Background: an optimization exercise with open tools, aiming at small area, a short achievable clock period and few clock cycles per item. Do not read the settings as production practice.
Function was not checked in any run shown here: the RTL went through the layout flow alone.
No activity file was given, so power comes from the tool's default toggle rates.

## flow/design.v (module list and top-level ports; edited modules follow where they fit)
// module filter: 1550 lines
module filter
 #(parameter DWIDTH = 16,
   parameter DDWIDTH = 2*DWIDTH,
	parameter L = 160,
	parameter L_LOG = 8,
	parameter M = 147,
	parameter M_LOG = 8,
	parameter CWIDTH = 4*L,
	parameter J = 4,
	parameter J_LOG = 2)
  (input clk,
   input rst,
	output req_in,
	input ack_in,
	input signed [0:DWIDTH-1] data_in,
	output req_out,
	input ack_out,
	output signed [0:DWIDTH-1] data_out);
  // ...
==> flow/flow/run.sh <==
#!/bin/bash
# Standard layout, with timing repair aiming below the clock period.
set -euo pipefail
bash standard.sh SETUP_SLACK_MARGIN=6.5 finish > standard_make.log 2>&1
==> flow/standard.sh <==
#!/bin/bash
# synth_recipe.tcl (not shown) runs the flow's synth.tcl, then flattens the netlist and writes it again
# the make line also repeats each setting of config.mk as NAME=value (left out here)
make -C /OpenROAD-flow-scripts/flow DESIGN_CONFIG=/design/flow/config.mk WORK_HOME=/design/flow/orfs CLKGATE_MAP_FILE= SYNTH_SCRIPT=/design/flow/synth_recipe.tcl "${@:-finish}"
==> flow/config.mk <==
export PLATFORM = sky130hd
export DESIGN_NAME = filter
export DESIGN_NICKNAME = filter
export VERILOG_FILES = /design/flow/design.v
export SDC_FILE = /design/flow/constraint.sdc
export NUM_CORES = 4
export LEC_CHECK = 0
export CAP_MARGIN = 20
export CORE_MARGIN = 2
export CORE_UTILIZATION = 40
export SLEW_MARGIN = 20
export SYNTH_MEMORY_MAX_BITS = 16384
==> flow/constraint.sdc <==
create_clock -name core_clock -period 10.0 [get_ports {clk}]
set_input_delay 2.0000 -clock core_clock [delete_from_list [all_inputs] [get_ports {clk}]]
set_output_delay 2.0000 -clock core_clock [all_outputs]
set_load 0.01 [all_outputs]
==> run summary, run 1 <==
Fin. Hold Viols=0; Cell Area, Synth=27,200 µm²; NumNets Final=3,169; multi-input combinational area share=0.568; status=finished clean; Avg Vias per Cell=5.79; comb_multi_in=1,966; Slew Limit Fails=0; max-cap viol count=0; asr flop ratio synth=0; WP depth=14; switch share=0.446; Clk. pwr=1.63 mW; pwr/cell area=375 nW/µm²; io pins=38; post-layout util=0.450; commonest non-fill, non-tap cell in the layout=inv_1; worst skew pair latency=580 ps; Arr. time, crit path=4410 ps; Top Consumer=combinational cells; CTS buffer count=42; Internal=6.29 mW; Mapped Cells=2,893; FP Rows=95; Fin Setup TNS=0 ps; fin crit period=3950 ps; fill cell count=6,416; cell area after layout=30,300 µm²; Biggest Area Class=multi-input gates; CP cell instances=inv_1, fa_2, fa_1, inv_1, fa_1, ha_4, nor3_1, or4_4, o21ai_4, nor3b_4, a2111oi_4, o311ai_1, a21oi_1, xnor2_1; total power=11.4 mW; post-route setup slack=6050 ps; Hold WC Path Type=register to register; die span in x=265 µm; # diodes=0; Synth Area in Compound Gates=0.185; most frequent cells in the layout=299 x inv_1, 263 x dfxtp_1, 251 x xnor2_1
==> inputs of run 2 (changes only) <==
==> flow/flow/run.sh (replaced) <==
#!/bin/bash
# Standard layout, with timing repair aiming below the clock period.
set -euo pipefail
bash standard.sh SETUP_SLACK_MARGIN=7.0 finish > standard_make.log 2>&1
==> run 2 against run 1 <==
Net effect:
- still clean
- die area unchanged
- first-iteration DRC count up 4.3%
- cell count up 1.2%
- combinational power up 9.1%
- critical endpoint unchanged
- highest routed layer unchanged
==> run summary, run 2 <==
Synth Area in Compound Gates=0.185 (unchanged); pwr/cell area=383 nW/µm² (was 375 nW/µm²); vias=21,931 (was 21,551); Initial Util=0.404 (unchanged); Arr. time, crit path=4360 ps (was 4410 ps); final setup vio count=0 (unchanged); adder-cell share of the synthesized area=0.218 (unchanged); Required @ worst endpoint=10,450 ps (was 10,460 ps); layout overhead on the synthesized area=15.6% (was 11.4%); crit path capture=acc[27] (unchanged); HPWL Detailed=60,700 µm (was 61,700 µm); clock buffer depth=3 (unchanged); max_slew headroom=0.403 (was 0.368); R2R setup slack=6090 ps (was 6050 ps); post-synthesis sequential area ratio=0.304 (unchanged); grt total ovfl=0 (unchanged); Critical Path Start=r1[34] (was r1[14]); Tot GR Track Use=0.245 (about the same); Syn Nets=3,246 (unchanged); share of layout cells above drive strength 1=0.172 (was 0.113); Critical Path End Type=register (unchanged); Post-synth top cells=314 x inv_1, 293 x dfxtp_1, 251 x xnor2_1, 236 x fa_1, 222 x a22oi_1 (unchanged); Setup crit start kind=register (unchanged); drt wl/cell=23.1 µm (was 23.5 µm); largest family of logic cells by synthesized area=adder cells (unchanged); Clock transition at path regs=60 ps (about the same); CTS Sinks=373 (unchanged); Synth area leader=dfxtp_1 (unchanged); Fmax=256 MHz (was 253 MHz); Yosys reg bits=373 (unchanged); Fin. Hold Viols=0 (unchanged); top-count cell post-synth=inv_1 (unchanged); Die H=265 µm (unchanged); fill cell count=6,305 (was 6,416); max reg flops=114 (unchanged); biggest regs=r1 x114, acc x31, cr x28 (unchanged); Cell Area, Synth=27,200 µm² (unchanged); first-pass GRT wire length=133,000 µm (about the same); PortBufs=37 (unchanged); Synth Area in XOR/XNOR=0.0979 (unchanged); initial antenna violation count=3 (was 0); RSZ-0062 raised after global routing=true (unchanged); most frequent cells in the layout=293 x inv_1, 246 x xnor2_1, 219 x fa_1 (was 299 x inv_1, 263 x dfxtp_1, 251 x xnor2_1); largest net degree at the start of global routing=82 (was 67); DRC viols=0 (unchanged); CTS tree=built (unchanged); launch point of the worst reg-to-reg path=r1[34] (was r1[14]); commonest non-fill, non-tap cell in the layout=inv_1 (unchanged); number of global-route vias before repair=22,071 (was 21,571); H-tree levels=2 (unchanged); status=finished clean (unchanged); Placer Congestion=0.979 (was 0.988); worst setup path category=register to register (unchanged); path depth of the worst reg2reg path=14 (unchanged); asr flop ratio synth=0 (unchanged); DRT Pass-1 Iters=5 (was 6); EDFF count, synth=80 (unchanged); DRT Wirelength=86,900 µm (was 87,300 µm); die span in x=265 µm (unchanged); worst vdd ir=339 µV (was 322 µV); Synth top area share=0.216 (unchanged); Die Area=70,100 µm² (unchanged); Yosys warnings=1 (unchanged); fin crit period=3910 ps (was 3950 ps); Mapped Cells=2,893 (unchanged); Most flops, register=r1 (unchanged); critical-path maximum fanout=4 (was 3); cell area after layout=31,400 µm² (was 30,300 µm²); DRT iter0 DRCs=2,369 (was 2,271); CTS buffer count=42 (unchanged); Fin Setup TNS=0 ps (unchanged); capture point of the worst reg-to-reg path=acc[27] (unchanged); Avg Vias per Cell=5.82 (was 5.79); FP Rows=95 (unchanged); Synth area leaders=dfxtp_1 22%, fa_1 17%, edfxtp_1 8.8%, xnor2_1 8.1%, a22oi_1 6.1% (unchanged); Slew Limit Fails=0 (unchanged); clock skew=15.5 ps (was 17.2 ps); LEAKAGE=12.2 nW (was 11.8 nW); Distinct cells, synth=79 (unchanged); NumNets Final=3,212 (was 3,169); antenna viol nets, final=0 (unchanged); max-cap viol count=0 (unchanged); predominant post-synthesis flop cell=dfxtp_1 (unchanged); Syn Area/Cell=9.40 µm² (unchanged); Area after DPL=28,200 µm² (was 28,100 µm²); io pins=38 (unchanged); slew of the pin with the lowest slew margin=892 ps (was 946 ps); worst skew pair latency=560 ps (was 580 ps); core area=67,300 µm² (unchanged); mux share of post-synthesis cell area=0.0308 (unchanged); CTS Hold Bufs=0 (unchanged); root buf cell=clkbuf_16 (unchanged); Synth Area in Simple Gates=0.0859 (unchanged); period utilisation layout=0.391 (was 0.395); Hold WC Path Type=register to register (unchanged)
==> run 2: repair_timing <==
| action | in CTS | in global routing |
|---|---|---|
| endpoints found under the setup margin | 153 | 88 |
| pin swaps | 33 | 30 |
| cloned | 0 | 1 |
| buffers inserted | 41 | 45 |
| gates resized for setup | 309 | 98 |
==> run 2: report_power, final <==
| group | internal (mW) | switching [mW] | total [mW] |
|---|---|---|---|
| Sequential | 2.05 | 0.414 | 2.46 |
| Clock | 1.04 | 0.625 | 1.66 |
| Combinational | 3.70 | 4.21 | 7.91 |
| Total | 6.78 | 5.25 | 12.0 |
==> run 2: cell families (layout without fill, tap and decap cells) <==
family                     Yosys count  after routing
buffers and inverters              555            555
other                                0              1
and+or+nand+nor                    515            515
muxes                               71             71
adders and majority gates          333            333
DFF                                373            373
AOI/OAI and AO/OA                  742            742
xor gates and xnor gates           304            304
==> run 2: worst max-delay path, cell delays in order (launching register included) <==
cell       delay, ps
dfxtp_2          320
fa_2             390
inv_2             60
fa_1             420
fa_1             510
inv_2             50
ha_4             280
nand3_2           80
or4_4            540
o21ai_4          170
nor3b_4          310
a2111oi_4        130
o311ai_1         290
a21oi_1          120
xnor2_1          140
==> run 2: per-stage QoR <==
stage | instances | hold WS (ps) | power (mW) | utilization | setup slack [ps]
floorplan | 2893 | 329 | 7.51 | - | 6310
global placement | 3601 | 408 | 8.85 | 0.419 | 5440
detailed placement | 3601 | 417 | 9.00 | 0.419 | 5280
CTS | 3720 | 432 | 11.7 | 0.457 | 6080
global route | 3766 | 440 | 13.0 | 0.467 | 5990
finish | 3767 | 426 | 12.0 | 0.467 | 6090
==> run 2: metal layers <==
metal | vias to the layer above | track usage | share of wire
li1 | 9781 | - | -
met1 | 10772 | 0.339 | 0.43
met2 | 1125 | 0.369 | 0.43
met3 | 253 | 0.0526 | 0.095
met4 | 0 | 0.104 | 0.044
met5 | - | 0 | 0
==> run 2: worst min path at each step <==
stage,start,end,slack (ps),cells after the start
2_1_floorplan,ng0[0],r1[1],330,0
3_3_place_gp,x1[2],x2[2],410,0
3_5_place_dp,x1[3],x2[3],420,0
4_1_cts,x1[9],x2[9],430,0
5_1_grt,x1[13],x2[13],440,0
6_report,x1[6],x2[6],430,0
==> run 2: cell type report <==
type	instances	area (µm²)	share of cell area
clock buffers	63	1340	0.0426
inverters	325	1280	0.0406
repair buffers	152	1360	0.0433
diodes	1	2.50	0.0000796
clock inverters	15	193	0.00613
flip-flops and latches	373	8560	0.272
well taps	873	1090	0.0348
multi-input cells	1965	17600	0.560

[static timing again, ports no longer ideal]
The results above use ideal ports. As a check the final layouts listed here were re-extracted and re-timed, cells and wires unchanged. Step 1: set_driving_cell puts a clkbuf_16 on clk and a buf_2 on each other input, an assumption about the parent block. Step 2, shift: input delay + t, output delay - t, t = (earliest + latest rising clock arrival at the registers) / 2. This alone moves slack from input paths to output paths. a / b / c = ideal ports / drivers / drivers and shift; a / b = the first two.
| run | shift t [ns] | setup WS [ns] | hold WS [ns] | worst setup path after step 2 | worst data-port slew with drivers (ns) |
|---|---|---|---|---|---|
| run 1 | 0.630 | 6.051 / 6.051 / 6.051 | 0.433 / 0.433 / 0.433 | register to register | 0.05 |
| run 2 | 0.617 | 6.086 / 6.086 / 6.086 | 0.426 / 0.426 / 0.426 | register to register | 0.05 |
After both steps every run listed still meets setup and hold.
